What follows belongs to an exercise in optimizing a design on an open flow for a short achievable clock period and few clock cycles; a production flow would make more cautious choices. In this exercise RTL edits were held to simulation tests only and were not proved equivalent to the original. Power and IR drop assume default switching activity.

==> inputs of run C <==
// cpu
module cpu(clk,reset,in,out,N,V,Z,mem_cmd,mem_addr,halt);
  input clk, reset;
  input [15:0] in;
  output [15:0] out;
  output N, V, Z;
  output [1:0] mem_cmd;
  output [8:0] mem_addr;
  output halt;
  function [15:0] add16;
    input [15:0] a, b;
    input cin;
    reg [15:0] g, p, G, P;
    integer i, d;
    begin
      g = a & b; p = a ^ b;
      G = g; P = p;
      G[0] = g[0] | (p[0] & cin);
      for (d = 1; d < 16; d = d * 2)
        for (i = 15; i >= d; i = i - 1) begin
          G[i] = G[i] | (P[i] & G[i-d]);
          P[i] = P[i] & P[i-d];
        end
      add16 = p ^ {G[14:0], cin};
    end
  endfunction
  reg [15:0] R0, R1, R2, R3, R4, R5, R6, R7;
  reg fN, fV, fZ;
  reg halted;
  reg [8:0]  pa;
  reg        pf, pl, ps, pr;    
  reg [15:0] md;
  reg [2:0]  plrd;              
  reg        lv;                
  reg [2:0]  lrd;
  reg       gv;          
  reg [8:0] ga;          
  reg       fv;          
  reg       fc;          
  reg       fr;          
  reg [15:0] cw;
  reg [8:0] fa, fa1;     
  reg [8:0] fnp;         
  reg [8:0] fno;         
  reg       fhit;        
  reg [31:0] bv, bret, bcall;
  reg [3:0]  btag [0:31];
  reg [8:0]  btgt [0:31];
  reg [8:0]  ras;
  reg [31:0] cv;
  reg [3:0]  ctag [0:31];
  reg [15:0] cdat [0:31];
  wire chit = cv[ga[4:0]] & ctag[ga[4:0]] == ga[8:5];
  wire gok = gv & (pf | chit);
  reg [2:0]  qv;
  reg [15:0] qi0, qi1, qi2;    
  reg [8:0]  qc0, qc1, qc2;    
  reg [8:0]  qp0, qp1, qp2;    
  reg [8:0]  qt0, qt1, qt2;    
  reg [8:0]  qn0, qn1, qn2;    
  reg        qa0, qa1, qa2;    
  reg        qb0, qb1, qb2;    
  reg        qh0, qh1, qh2;    
  reg        xv;
  reg        xadd, xand, xmvn, xcmp, xldr, xstr, xbc, xbl, xbx, xblx, xhalt, xsame;
  reg        xwe;
  reg [2:0]  xws, xrd, xcond;
  reg [4:0]  xim;
  reg [15:0] xA, xB, xD;
  reg [8:0]  xc, xp, xt, xn;
  reg        xqa, xqb;
  wire [15:0] sum = add16(xA, xB, 1'b0);
  wire [15:0] dif = add16(xA, ~xB, 1'b1);
  wire [15:0] xres = xadd ? sum : xand ? (xA & xB) : xmvn ? ~xB : xB;
  wire cN = dif[15];
  wire cZ = xA == xB;
  wire cV = (xA[15] ^ xB[15]) & (dif[15] ^ xA[15]);
  wire xw = xv & xwe;
  reg ctake;
  always @(*)
    case (xcond)
      3'd0: ctake = 1'b1;
      3'd1: ctake = fZ;
      3'd2: ctake = ~fZ;
      3'd3: ctake = fN ^ fV;
      3'd4: ctake = (fN ^ fV) | fZ;
      default: ctake = 1'b0;
    endcase
  ...
==> flow/config.mk <==
export PLATFORM = sky130hd
export DESIGN_NAME = cpu
export DESIGN_NICKNAME = cpu
export VERILOG_FILES = /design/flow/design.v
export SDC_FILE = /design/flow/constraint.sdc
export NUM_CORES = 4
export LEC_CHECK = 0
export ABC_CLOCK_PERIOD_IN_PS = 2500
export CAP_MARGIN = 20
export CORE_MARGIN = 2
export CORE_UTILIZATION = 40
export PLACE_DENSITY = 0.6
export SETUP_SLACK_MARGIN = 3.5
export SLEW_MARGIN = 20
export TNS_END_PERCENT = 100
==> flow/constraint.sdc <==
create_clock -name core_clock -period 6.0 [get_ports {clk}]
set_input_delay 1.2000 -clock core_clock [delete_from_list [all_inputs] [get_ports {clk}]]
set_output_delay 1.2000 -clock core_clock [all_outputs]
set_load 0.01 [all_outputs]
run.sh (not shown) runs the stock make flow with config.mk's settings and CLKGATE_MAP_FILE= SYNTH_SCRIPT=/design/flow/synth_recipe.tcl, a recipe that flattens the netlist after the stock synthesis.
==> run A: changes against run C <==
--- a/flow/design.v
+++ b/flow/design.v
@@ -41,14 +41,15 @@
   reg [8:0] fa, fa1;     
   reg [8:0] fnp;         
   reg [8:0] fno;         
   reg       fhit;        
   reg [31:0] bv, bret, bcall;
   reg [3:0]  btag [0:31];
   reg [8:0]  btgt [0:31];
+  reg [8:0]  boff [0:31];      
   reg [8:0]  ras;
   reg [31:0] cv;
   reg [3:0]  ctag [0:31];
   reg [15:0] cdat [0:31];
   wire chit = cv[ga[4:0]] & ctag[ga[4:0]] == ga[8:5];
   wire gok = gv & (pf | chit);
   reg [2:0]  qv;
@@ -61,14 +62,16 @@
   reg        qb0, qb1, qb2;    
   reg        qh0, qh1, qh2;    
   reg        xv;
   reg        xadd, xand, xmvn, xcmp, xldr, xstr, xbc, xbl, xbx, xblx, xhalt, xsame;
   reg        xwe;
   reg [2:0]  xws, xrd, xcond;
   reg [4:0]  xim;
+  reg [8:0]  xoff;
+  reg        xzero;
   reg [15:0] xA, xB, xD;
   reg [8:0]  xc, xp, xt, xn;
   reg        xqa, xqb;
   wire [15:0] sum = add16(xA, xB, 1'b0);
   wire [15:0] dif = add16(xA, ~xB, 1'b1);
   wire [15:0] xres = xadd ? sum : xand ? (xA & xB) : xmvn ? ~xB : xB;
   wire cN = dif[15];
@@ -90,15 +93,15 @@
   wire [8:0] rtgt = xsame ? xp : xD[8:0];
   wire [8:0] xnext = take_imm ? xt : take_reg ? rtgt : xp;    
   wire xred = xv & (take_imm ? ~xqb : take_reg ? rtgt != xn : ~xqa);
   wire hnow = xv & xhalt & ~ps & ~halted;
   wire xstuck = xv & xhalt;
   wire dop = xv & (xldr | xstr);
   wire [8:0] aaddr = xA[8:0] + {{4{xim[4]}}, xim};
-  wire xtrain = xv & (xbc | xbl | xbx | xblx) & xnext != xp;
+  wire xtrain = xv & (take_imm & ~xzero | take_reg & ~xsame);
   wire [15:0] d = qi0;
   wire [2:0] dop3 = d[15:13];
   wire [1:0] dop2 = d[12:11];
   wire [2:0] rn = d[10:8], rd = d[7:5], rm = d[2:0];
   wire [1:0] sh = d[4:3];
   wire i_movi = dop3 == 3'b110 &  dop2[1];
   wire i_movr = dop3 == 3'b110 & ~dop2[1];
@@ -117,15 +120,15 @@
   wire rd_rm = i_movr | i_alu;
   wire rd_rd = i_str | i_bx | i_blx;
   wire wr_rn = i_movi | i_bl | i_blx;
   wire wr_rd = i_movr | i_alu & ~i_cmp;
   wire hz_x = xv & xldr & (rd_rn & rn == xrd | rd_rm & rm == xrd | rd_rd & rd == xrd |
                            wr_rn & rn == xrd | wr_rd & rd == xrd);
   wire hz_p = pl & (rd_rn & rn == plrd | rd_rm & rm == plrd | rd_rd & rd == plrd);
-  wire dgo = qv[0] & ~hz_x & ~hz_p & ~xstuck & ~xred;
+  wire dgo = qv[0] & ~hz_x & ~hz_p & ~xstuck;
   function [15:0] rsel;
     input [2:0] s;
     input [15:0] a0, a1, a2, a3, a4, a5, a6, a7;
     case (s)
       3'd0: rsel = a0; 3'd1: rsel = a1; 3'd2: rsel = a2; 3'd3: rsel = a3;
       3'd4: rsel = a4; 3'd5: rsel = a5; 3'd6: rsel = a6; default: rsel = a7;
     endcase
@@ -190,47 +193,49 @@
   always @(posedge clk) begin
     {qi0, qc0, qp0, qt0, qn0, qa0, qb0, qh0} <= n0;
     {qi1, qc1, qp1, qt1, qn1, qa1, qb1, qh1} <= n1;
     {qi2, qc2, qp2, qt2, qn2, qa2, qb2, qh2} <= n2;
     ga <= nfa;
     pa <= dop ? aaddr : nfa;
     cw <= cdat[ga[4:0]];
-    fa <= ga; fa1 <= pa1; fnp <= pn; fno <= pn - pa1; fhit <= hit;
+    fa <= ga; fa1 <= pa1; fnp <= pn; fno <= hit ? boff[bi] : 9'd0; fhit <= hit;
     if (xv & xstr) md <= xD;
     if (xv & xldr) plrd <= xrd;
     lrd <= plrd;
     if (xv & xcmp) begin fN <= cN; fV <= cV; fZ <= cZ; end
     if (~xstuck) begin
       xadd <= i_add; xand <= i_and; xmvn <= i_mvn; xcmp <= i_cmp;
       xldr <= i_ldr; xstr <= i_str; xbc <= i_b; xbl <= i_bl; xbx <= i_bx; xblx <= i_blx;
       xhalt <= qh0; xsame <= i_blx & rd == rn;
       xwe <= wr_rn | wr_rd;
       xws <= wr_rn ? rn : rd;
       xrd <= rd; xcond <= rn; xim <= d[4:0];
+      xoff <= {d[7], d[7:0]}; xzero <= d[7:0] == 8'd0;
       xA <= vn; xB <= dB; xD <= vd;
       xc <= qc0; xp <= qp0; xt <= qt0; xn <= qn0; xqa <= qa0; xqb <= qb0;
     end
     if (xred & (xbl | xblx)) ras <= xp;
     else if (dred & a_bl) ras <= fa1;
-    else if (nfv & hit & bcall[bi]) ras <= pa1;
+    else if (gok & hit & bcall[bi]) ras <= pa1;
     if (fr) begin ctag[fa[4:0]] <= fa[8:5]; cdat[fa[4:0]] <= in; end
     if (xtrain) begin
       btag[xc[4:0]] <= xc[8:5];
       btgt[xc[4:0]] <= xnext;
+      boff[xc[4:0]] <= xoff;
       bret[xc[4:0]] <= xbx;
       bcall[xc[4:0]] <= xbl | xblx;
     end
     if (reset) begin
       qv <= 3'b000; xv <= 1'b0; fv <= 1'b0; lv <= 1'b0; halted <= 1'b0;
       bv <= 32'd0; cv <= 32'd0; fr <= 1'b0; fc <= 1'b0; gv <= 1'b1; ga <= 9'd0;
       pa <= 9'd0; pf <= 1'b1; pr <= 1'b1; pl <= 1'b0; ps <= 1'b0;
       ras <= 9'd0;
     end else begin
       qv <= nv;
-      if (~xstuck) xv <= dgo;
+      if (~xstuck) xv <= dgo & ~xred;
       fv <= nfv;
       fc <= ~pf;
       fr <= pf;
       gv <= ngv;
       if (fr) cv[fa[4:0]] <= 1'b1;
       if (ps) cv[pa[4:0]] <= 1'b0;
       pf <= nfetch;
==> run R: changes against run C <==
==> flow/design.v (replaced) <==
module cpu(clk,reset,in,out,N,V,Z,mem_cmd,mem_addr,halt);
  input clk, reset;
  input [15:0] in;
  output [15:0] out;
  output N, V, Z;
  output [1:0] mem_cmd;
  output [8:0] mem_addr;
  output halt;
  function [15:0] add16;
    input [15:0] a, b;
    input cin;
    reg [15:0] g, p, G, P;
    integer i, d;
    begin
      g = a & b; p = a ^ b;
      G = g; P = p;
      G[0] = g[0] | (p[0] & cin);
      for (d = 1; d < 16; d = d * 2)
        for (i = 15; i >= d; i = i - 1) begin
          G[i] = G[i] | (P[i] & G[i-d]);
          P[i] = P[i] & P[i-d];
        end
      add16 = p ^ {G[14:0], cin};
    end
  endfunction
  reg [15:0] R0, R1, R2, R3, R4, R5, R6, R7;
  reg fN, fV, fZ;
  reg halted;
  reg hreg;              
  reg [8:0]  pa;
  reg        pf, pl, ps, pr;    
  reg [15:0] md;
  reg [2:0]  plrd;              
  reg        lv;                
  reg [2:0]  lrd;
  reg       gv;          
  reg [8:0] ga;          
  reg [31:0] goh;        
  reg       fv;          
  reg       fc;          
  reg       fr;          
  reg [15:0] cw;
  reg [8:0] fa, fa1;     
  reg [31:0] fa1_oh;
  reg [8:0] fnp;         
  reg [8:0] fno;         
  reg       fhit;        
  reg [31:0] bv, bret, bcall;
  reg [3:0]  btag [0:31];
  reg [8:0]  btgt [0:31];
  reg [8:0]  boff [0:31];      
  reg [8:0]  ras;
  reg [31:0] ras_oh;
  reg [31:0] cv;
  reg [3:0]  ctag [0:31];
  reg [15:0] cdat [0:31];
  reg chit;
  reg [15:0] cword;
  integer k;
  always @(*) begin
    chit = 1'b0; cword = 16'd0;
    for (k = 0; k < 32; k = k + 1) begin
      chit = chit | goh[k] & cv[k] & ctag[k] == ga[8:5];
      cword = cword | {16{goh[k]}} & cdat[k];
    end
  end
  wire gok = gv & (pf | chit);
  reg [2:0]  qv;
  reg [15:0] qi0, qi1, qi2;    
  reg [8:0]  qc0, qc1, qc2;    
  reg [8:0]  qp0, qp1, qp2;    
  reg [8:0]  qt0, qt1, qt2;    
  reg [8:0]  qn0, qn1, qn2;    
  reg        qa0, qa1, qa2;    
  reg        qb0, qb1, qb2;    
  reg        qh0, qh1, qh2;    
  reg        xv;
  reg        xadd, xand, xmvn, xcmp, xldr, xstr, xbc, xbl, xbx, xblx, xhalt, xsame;
  reg        xwe;
  reg [2:0]  xws, xrd, xcond;
  reg [4:0]  xim;
  reg [8:0]  xoff;
  reg        xzero;
  reg [15:0] xA, xB, xD;
  reg [8:0]  xc, xp, xt, xn;
  reg        xqa, xqb;
  wire [15:0] sum = add16(xA, xB, 1'b0);
  wire [15:0] dif = add16(xA, ~xB, 1'b1);
  wire [15:0] xres = xadd ? sum : xand ? (xA & xB) : xmvn ? ~xB : xB;
  wire cN = dif[15];
  wire cZ = xA == xB;
  wire cV = (xA[15] ^ xB[15]) & (dif[15] ^ xA[15]);
  wire xw = xv & xwe;
  reg ctake;
  always @(*)
    case (xcond)
      3'd0: ctake = 1'b1;
      3'd1: ctake = fZ;
      3'd2: ctake = ~fZ;
      3'd3: ctake = fN ^ fV;
      3'd4: ctake = (fN ^ fV) | fZ;
      default: ctake = 1'b0;
    endcase
  wire take_imm = xbc & ctake | xbl;
  wire take_reg = xbx | xblx;
  wire [8:0] rtgt = xsame ? xp : xD[8:0];
  wire [8:0] xnext = take_imm ? xt : take_reg ? rtgt : xp;    
  wire xred = xv & (take_imm ? ~xqb : take_reg ? rtgt != xn : ~xqa);
  wire hnow = xv & xhalt & ~ps & ~halted;
  wire xstuck = xv & xhalt;
  wire dop = xv & (xldr | xstr);
  wire [8:0] aaddr = xA[8:0] + {{4{xim[4]}}, xim};
  wire xtrain = xv & (take_imm & ~xzero | take_reg & ~xsame);
  wire [15:0] d = qi0;
  wire [2:0] dop3 = d[15:13];
  wire [1:0] dop2 = d[12:11];
  wire [2:0] rn = d[10:8], rd = d[7:5], rm = d[2:0];
  wire [1:0] sh = d[4:3];
  wire i_movi = dop3 == 3'b110 &  dop2[1];
  wire i_movr = dop3 == 3'b110 & ~dop2[1];
  wire i_alu  = dop3 == 3'b101;
  wire i_add  = i_alu & dop2 == 2'b00;
  wire i_cmp  = i_alu & dop2 == 2'b01;
  wire i_and  = i_alu & dop2 == 2'b10;
  wire i_mvn  = i_alu & dop2 == 2'b11;
  wire i_ldr  = dop3 == 3'b011;
  wire i_str  = dop3 == 3'b100;
  wire i_b    = dop3 == 3'b001;
  wire i_bx   = dop3 == 3'b010 & dop2 == 2'b00;
  wire i_blx  = dop3 == 3'b010 & dop2 == 2'b10;
  wire i_bl   = dop3 == 3'b010 & dop2 == 2'b11;
  wire rd_rn = i_alu & ~i_mvn | i_ldr | i_str;
  wire rd_rm = i_movr | i_alu;
  wire rd_rd = i_str | i_bx | i_blx;
  wire wr_rn = i_movi | i_bl | i_blx;
  wire wr_rd = i_movr | i_alu & ~i_cmp;
  reg hz_x, hz_p;           
  reg fxn, fxm, fxd;        
  reg fln, flm, fld;        
  wire dgo = qv[0] & ~hz_x & ~hz_p & ~xstuck;
  function [15:0] rsel;
    input [2:0] s;
    input [15:0] a0, a1, a2, a3, a4, a5, a6, a7;
    case (s)
      3'd0: rsel = a0; 3'd1: rsel = a1; 3'd2: rsel = a2; 3'd3: rsel = a3;
      3'd4: rsel = a4; 3'd5: rsel = a5; 3'd6: rsel = a6; default: rsel = a7;
    endcase
  endfunction
  wire [15:0] rfn = rsel(rn, R0, R1, R2, R3, R4, R5, R6, R7);
  wire [15:0] rfm = rsel(rm, R0, R1, R2, R3, R4, R5, R6, R7);
  wire [15:0] rfd = rsel(rd, R0, R1, R2, R3, R4, R5, R6, R7);
  wire [15:0] vn = fxn ? xres : fln ? in : rfn;
  wire [15:0] vm = fxm ? xres : flm ? in : rfm;
  wire [15:0] vd = fxd ? xres : fld ? in : rfd;
  reg [15:0] vs;
  always @(*)
    case (sh)
      2'b00: vs = vm;
      2'b01: vs = {vm[14:0], 1'b0};
      2'b10: vs = {1'b0, vm[15:1]};
      default: vs = {vm[15], vm[15:1]};
    endcase
  wire [15:0] dB = i_movi ? {{8{d[7]}}, d[7:0]} : (i_bl | i_blx) ? {7'b0, qp0} : vs;
  wire [15:0] w = fc ? cw : in;
  function [3:0] bdec;      
    input [15:0] v;
    reg b, bal, bl, bx;
    begin
      b = v[15:11] == 5'b00100; bal = b & v[10:8] == 3'b000;
      bl = v[15:11] == 5'b01011; bx = v[15:11] == 5'b01000;
      bdec = {bal | bl | b & v[7] | bx, bl, bx, ~bx};
    end
  endfunction
  wire [3:0] bd_i = bdec(in), bd_c = bdec(cw);
  wire [3:0] bd = fc ? bd_c : bd_i;
  wire a_bl = bd[2];
  wire a_bx = bd[1];
  wire [8:0] aimm = {w[7], w[7:0]};
  wire [8:0] atg_i = fa1 + {in[7], in[7:0]};
  wire [8:0] atg_c = fa1 + {cw[7], cw[7:0]};
  wire [8:0] atg = fc ? atg_c : atg_i;
  wire [31:0] atg_oh = fc ? (32'd1 << atg_c[4:0]) : (32'd1 << atg_i[4:0]);
  wire [8:0] roff = ras - fa1;
  wire dq = fv & ~fhit & bd[3];
  wire dred = dq & ~xred;
  wire [8:0] dtg = a_bx ? ras : atg;
  wire [31:0] dtg_oh = a_bx ? ras_oh : atg_oh;
  wire ea_a = ~fv ? 1'b0 : dred ? (a_bx ? ras == fa1 : aimm == 9'd0) : fnp == fa1;
  wire ea_b = ~fv ? 1'b0 : dred ? (a_bx ? roff == aimm : 1'b1) : fno == aimm;
  wire [8:0] ea_n = dred ? dtg : fnp;
  wire ea_h = w[15:13] == 3'b111;
  reg hit, hret, hcall;
  reg [8:0] htgt, hoff;
  always @(*) begin
    hit = 1'b0; hret = 1'b0; hcall = 1'b0; htgt = 9'd0; hoff = 9'd0;
    for (k = 0; k < 32; k = k + 1) begin
      hit = hit | goh[k] & bv[k] & btag[k] == ga[8:5];
      hret = hret | goh[k] & bret[k];
      hcall = hcall | goh[k] & bcall[k];
      htgt = htgt | {9{goh[k]}} & btgt[k];
      hoff = hoff | {9{goh[k]}} & boff[k];
    end
  end
  wire [8:0] pa1 = ga + 9'd1;
  wire [8:0] pn = hit ? (hret ? ras : htgt) : pa1;
  wire pop = dgo;
  wire [79:0] e0 = {qi0, qc0, qp0, qt0, qn0, qa0, qb0, qh0};
  wire [79:0] e1 = {qi1, qc1, qp1, qt1, qn1, qa1, qb1, qh1};
  wire [79:0] e2 = {qi2, qc2, qp2, qt2, qn2, qa2, qb2, qh2};
  wire [79:0] ea = {w, fa, fa1, atg, ea_n, ea_a, ea_b, ea_h};
  wire [2:0] sv = pop ? {1'b0, qv[2:1]} : qv;
  wire [79:0] s0 = pop ? e1 : e0;
  wire [79:0] s1 = pop ? e2 : e1;
  reg [79:0] n0, n1, n2;
  reg [2:0] nv;
  always @(*) begin
    n0 = s0; n1 = s1; n2 = e2; nv = sv;
    if (fv) begin
      if (~sv[0]) begin n0 = ea; nv[0] = 1'b1; end
      else if (~sv[1]) begin n1 = ea; nv[1] = 1'b1; end
      else begin n2 = ea; nv[2] = 1'b1; end
    end
    if (xred) nv = 3'b000;
  end
  wire [15:0] ni = n0[54:39];
  wire [2:0] nrn = ni[10:8], nrd = ni[7:5], nrm = ni[2:0];
  wire n_alu = ni[15:13] == 3'b101;
  wire n_mvn = n_alu & ni[12:11] == 2'b11;
  wire n_cmp = n_alu & ni[12:11] == 2'b01;
  wire n_ldr = ni[15:13] == 3'b011;
  wire n_str = ni[15:13] == 3'b100;
  wire n_br  = ni[15:13] == 3'b010;
  wire n_mov = ni[15:13] == 3'b110;
  wire n_rdn = n_alu & ~n_mvn | n_ldr | n_str;
  wire n_rdm = n_mov & ~ni[12] | n_alu;
  wire n_rdd = n_str | n_br & ~ni[11];
  wire n_wrn = n_mov & ni[12] | n_br & ni[12];
  wire n_wrd = n_mov & ~ni[12] | n_alu & ~n_cmp;
  wire dnext = pop & ~xred;                  
  wire [2:0] dws = wr_rn ? rn : rd;
  wire dwr = dnext & (wr_rn | wr_rd);
  wire xl = xv & xldr;                       
  wire [31:0] goh1 = {goh[30:0], goh[31]};
  wire [31:0] pn_oh = hit ? (hret ? ras_oh : (32'd1 << htgt[4:0])) : goh1;
  wire [8:0] nfb = xred ? xnext : gok ? pn : ga;
  wire [31:0] nob = xred ? (32'd1 << xnext[4:0]) : gok ? pn_oh : goh;
  wire [8:0] nfa = dred ? dtg : nfb;
  wire [31:0] noh = dred ? dtg_oh : nob;
  wire nfv = gok & ~xred & ~dred;                 
  wire room = ~nv[2] & (~nv[1] | ~gok | xred | dred);
  wire ngv = ~hnow & ~xstuck & ~halted & room;
  wire nfetch = ~dop & ngv;
  always @(posedge clk) begin
    {qi0, qc0, qp0, qt0, qn0, qa0, qb0, qh0} <= n0;
    {qi1, qc1, qp1, qt1, qn1, qa1, qb1, qh1} <= n1;
    {qi2, qc2, qp2, qt2, qn2, qa2, qb2, qh2} <= n2;
    ga <= nfa;
    goh <= noh;
    pa <= dop ? aaddr : nfa;
    cw <= cword;
    fa <= ga; fa1 <= pa1; fnp <= pn; fno <= hit ? hoff : 9'd0; fhit <= hit;
    if (xv & xstr) md <= xD;
    if (xv & xldr) plrd <= xrd;
    lrd <= plrd;
    if (xv & xcmp) begin fN <= cN; fV <= cV; fZ <= cZ; end
    hz_x <= dnext & i_ldr & (n_rdn & nrn == rd | n_rdm & nrm == rd | n_rdd & nrd == rd |
                             n_wrn & nrn == rd | n_wrd & nrd == rd);
    hz_p <= xl & (n_rdn & nrn == xrd | n_rdm & nrm == xrd | n_rdd & nrd == xrd);
    fxn <= dwr & nrn == dws; fxm <= dwr & nrm == dws; fxd <= dwr & nrd == dws;
    fln <= pl & nrn == plrd; flm <= pl & nrm == plrd; fld <= pl & nrd == plrd;
    if (~xstuck) begin
      xadd <= i_add; xand <= i_and; xmvn <= i_mvn; xcmp <= i_cmp;
      xldr <= i_ldr; xstr <= i_str; xbc <= i_b; xbl <= i_bl; xbx <= i_bx; xblx <= i_blx;
      xhalt <= qh0; xsame <= i_blx & rd == rn;
      xwe <= wr_rn | wr_rd;
      xws <= wr_rn ? rn : rd;
      xrd <= rd; xcond <= rn; xim <= d[4:0];
      xoff <= {d[7], d[7:0]}; xzero <= d[7:0] == 8'd0;
      xA <= vn; xB <= dB; xD <= vd;
      xc <= qc0; xp <= qp0; xt <= qt0; xn <= qn0; xqa <= qa0; xqb <= qb0;
    end
    if (dred & a_bl) begin ras <= fa1; ras_oh <= fa1_oh; end
    else if (xred & (xbl | xblx)) begin ras <= xp; ras_oh <= 32'd1 << xp[4:0]; end
    else if (gok & hit & hcall) begin ras <= pa1; ras_oh <= goh1; end
    fa1_oh <= goh1;
    if (fr) begin ctag[fa[4:0]] <= fa[8:5]; cdat[fa[4:0]] <= in; end
    if (xtrain) begin
      btag[xc[4:0]] <= xc[8:5];
      btgt[xc[4:0]] <= xnext;
      boff[xc[4:0]] <= xoff;
      bret[xc[4:0]] <= xbx;
      bcall[xc[4:0]] <= xbl | xblx;
    end
    if (reset) begin
      qv <= 3'b000; xv <= 1'b0; fv <= 1'b0; lv <= 1'b0; halted <= 1'b0; hreg <= 1'b0;
      bv <= 32'd0; cv <= 32'd0; fr <= 1'b0; fc <= 1'b0; gv <= 1'b1; ga <= 9'd0; goh <= 32'd1;
      pa <= 9'd0; pf <= 1'b1; pr <= 1'b1; pl <= 1'b0; ps <= 1'b0;
      ras <= 9'd0; ras_oh <= 32'd1;
    end else begin
      qv <= nv;
      if (~xstuck) xv <= dgo & ~xred;
      fv <= nfv;
      fc <= ~pf;
      fr <= pf;
      gv <= ngv;
      if (fr) cv[fa[4:0]] <= 1'b1;
      if (ps) cv[pa[4:0]] <= 1'b0;
      pf <= nfetch;
      pl <= xv & xldr;
      ps <= xv & xstr;
      pr <= nfetch | xv & xldr;
      lv <= pl;
      if (hnow) halted <= 1'b1;
      hreg <= halted | hnow |
              ~(xv & xstr) & (xstuck ? 1'b1 : dgo & ~xred & qh0);
      if (xtrain) bv[xc[4:0]] <= 1'b1;
      else if (xred) bv[xc[4:0]] <= 1'b0;
    end
  end
  always @(posedge clk) begin
    if (xw & xws == 3'd0) R0 <= xres; else if (lv & lrd == 3'd0) R0 <= in;
    if (xw & xws == 3'd1) R1 <= xres; else if (lv & lrd == 3'd1) R1 <= in;
    if (xw & xws == 3'd2) R2 <= xres; else if (lv & lrd == 3'd2) R2 <= in;
    if (xw & xws == 3'd3) R3 <= xres; else if (lv & lrd == 3'd3) R3 <= in;
    if (xw & xws == 3'd4) R4 <= xres; else if (lv & lrd == 3'd4) R4 <= in;
    if (xw & xws == 3'd5) R5 <= xres; else if (lv & lrd == 3'd5) R5 <= in;
    if (xw & xws == 3'd6) R6 <= xres; else if (lv & lrd == 3'd6) R6 <= in;
    if (xw & xws == 3'd7) R7 <= xres; else if (lv & lrd == 3'd7) R7 <= in;
  end
  assign mem_addr = pa;
  assign mem_cmd = {ps, pr};
  assign out = md;
  assign halt = hreg;
  assign N = fN; assign V = fV; assign Z = fZ;
endmodule
CAP_MARGIN = 30   (was 20)
SLEW_MARGIN = 30   (was 20)
==> run summary <==
Post-detail-place hpwl: run R 208000 um; run C 138000 um; run A 151000 um
Clock-pin slew of the registers on the worst-case setup and hold paths: run R 60 ps; run C 70 ps; run A 70 ps
Full die area: run R 0.226 mm^2; run C 0.193 mm^2; run A 0.217 mm^2
GR Util met2: run R 46.7%; run C 39.5%; run A 40.0%
Mean instance size in the synthesized netlist: run R 13.0 um^2; run C 14.5 um^2; run A 15.3 um^2
Mean routed wirelength per cell: run R 34.8 um; run C 29.8 um; run A 32.0 um
Combined area of the multi-input logic cells: run R 0.0327 mm^2; run C 0.0292 mm^2; run A 0.0316 mm^2
Total number of clock tree sinks: run R 2070; run C 1709; run A 1965
Maximum vdd drop: run R 0.325 mV; run C 0.389 mV; run A 0.345 mV
Clock Power Share: run R 21.4%; run C 20.0%; run A 21.3%
Final std cell area, no fill: run R 0.115 mm^2; run C 0.0974 mm^2; run A 0.113 mm^2
Core Footprint: run R 0.222 mm^2; run C 0.188 mm^2; run A 0.212 mm^2
Crit Reg-Reg Startpoint: run R ga[7]; run C ga[0]; run A ga[0]
Non-clock buffering overhead in the final layout: run R 11.1%; run C 10.3%; run A 12.3%
Post-synthesis instance total: run R 6869; run C 5241; run A 5598
Number of DRC markers after the initial detailed-route iteration: run R 11300; run C 6731; run A 8344
Amount of wire on met2 after detailed routing: run R 160000 um; run C 118000 um; run A 135000 um
Sum of met3 wire segment lengths after detailed routing: run R 50100 um; run C 24600 um; run A 36100 um
Number of clock buffers in the layout: run R 305; run C 241; run A 269
Combined area of all synthesized cells: run R 0.0890 mm^2; run C 0.0758 mm^2; run A 0.0855 mm^2
Switch share: run R 41.3%; run C 38.4%; run A 37.8%
Number of antenna diodes: run R 12; run C 0; run A 4
Final core area utilization: run R 52.1%; run C 51.8%; run A 53.0%
Run status: run R complete, no violations; run C finished with violations; run A complete, no violations
Violated checks: run R -; run C max-capacitance violations, max-slew violations; run A -
Testbench counts of run C, summed over its fixed seeds: cycles 26,769.
Testbench counts of run A, summed over its fixed seeds: cycles 26,769.
Testbench counts of run R, summed over its fixed seeds: cycles 26,769.

==> static timing again, ports no longer ideal <==
The flow's constraints put no driver on any port. The routed layouts listed below were extracted and timed again, unchanged, in two steps.
Step 1 sets driving cells, clkbuf_16 on the clock port and buf_2 on the other inputs (assumed; they add their load-dependent delay and slew).
Step 2 adds t to the input delays and takes it off the output delays; t is the mean of the earliest and latest rising clock arrival at the registers after step 1. Input paths then give back, and output paths get back, about the clock's delay inside the block.
a / b / c = ideal / step 1 / step 2; a / b = the first two.
run | shift t [ns] | setup slack, ns | worst data-port slew with drivers (ns) | pins driven straight from the clock port
run C | 0.916 | 1.721 / 1.721 / 1.476 | 0.07 | 1
run A | 0.957 | 2.152 / 2.152 / 1.715 | 0.17 | 1
run R | 0.990 | 2.567 / 2.567 / 1.921 | 0.10 | 1
For run R, which loses most, drivers alone change the setup slack by 0.000 ns; drivers and shift together by -0.646 ns.
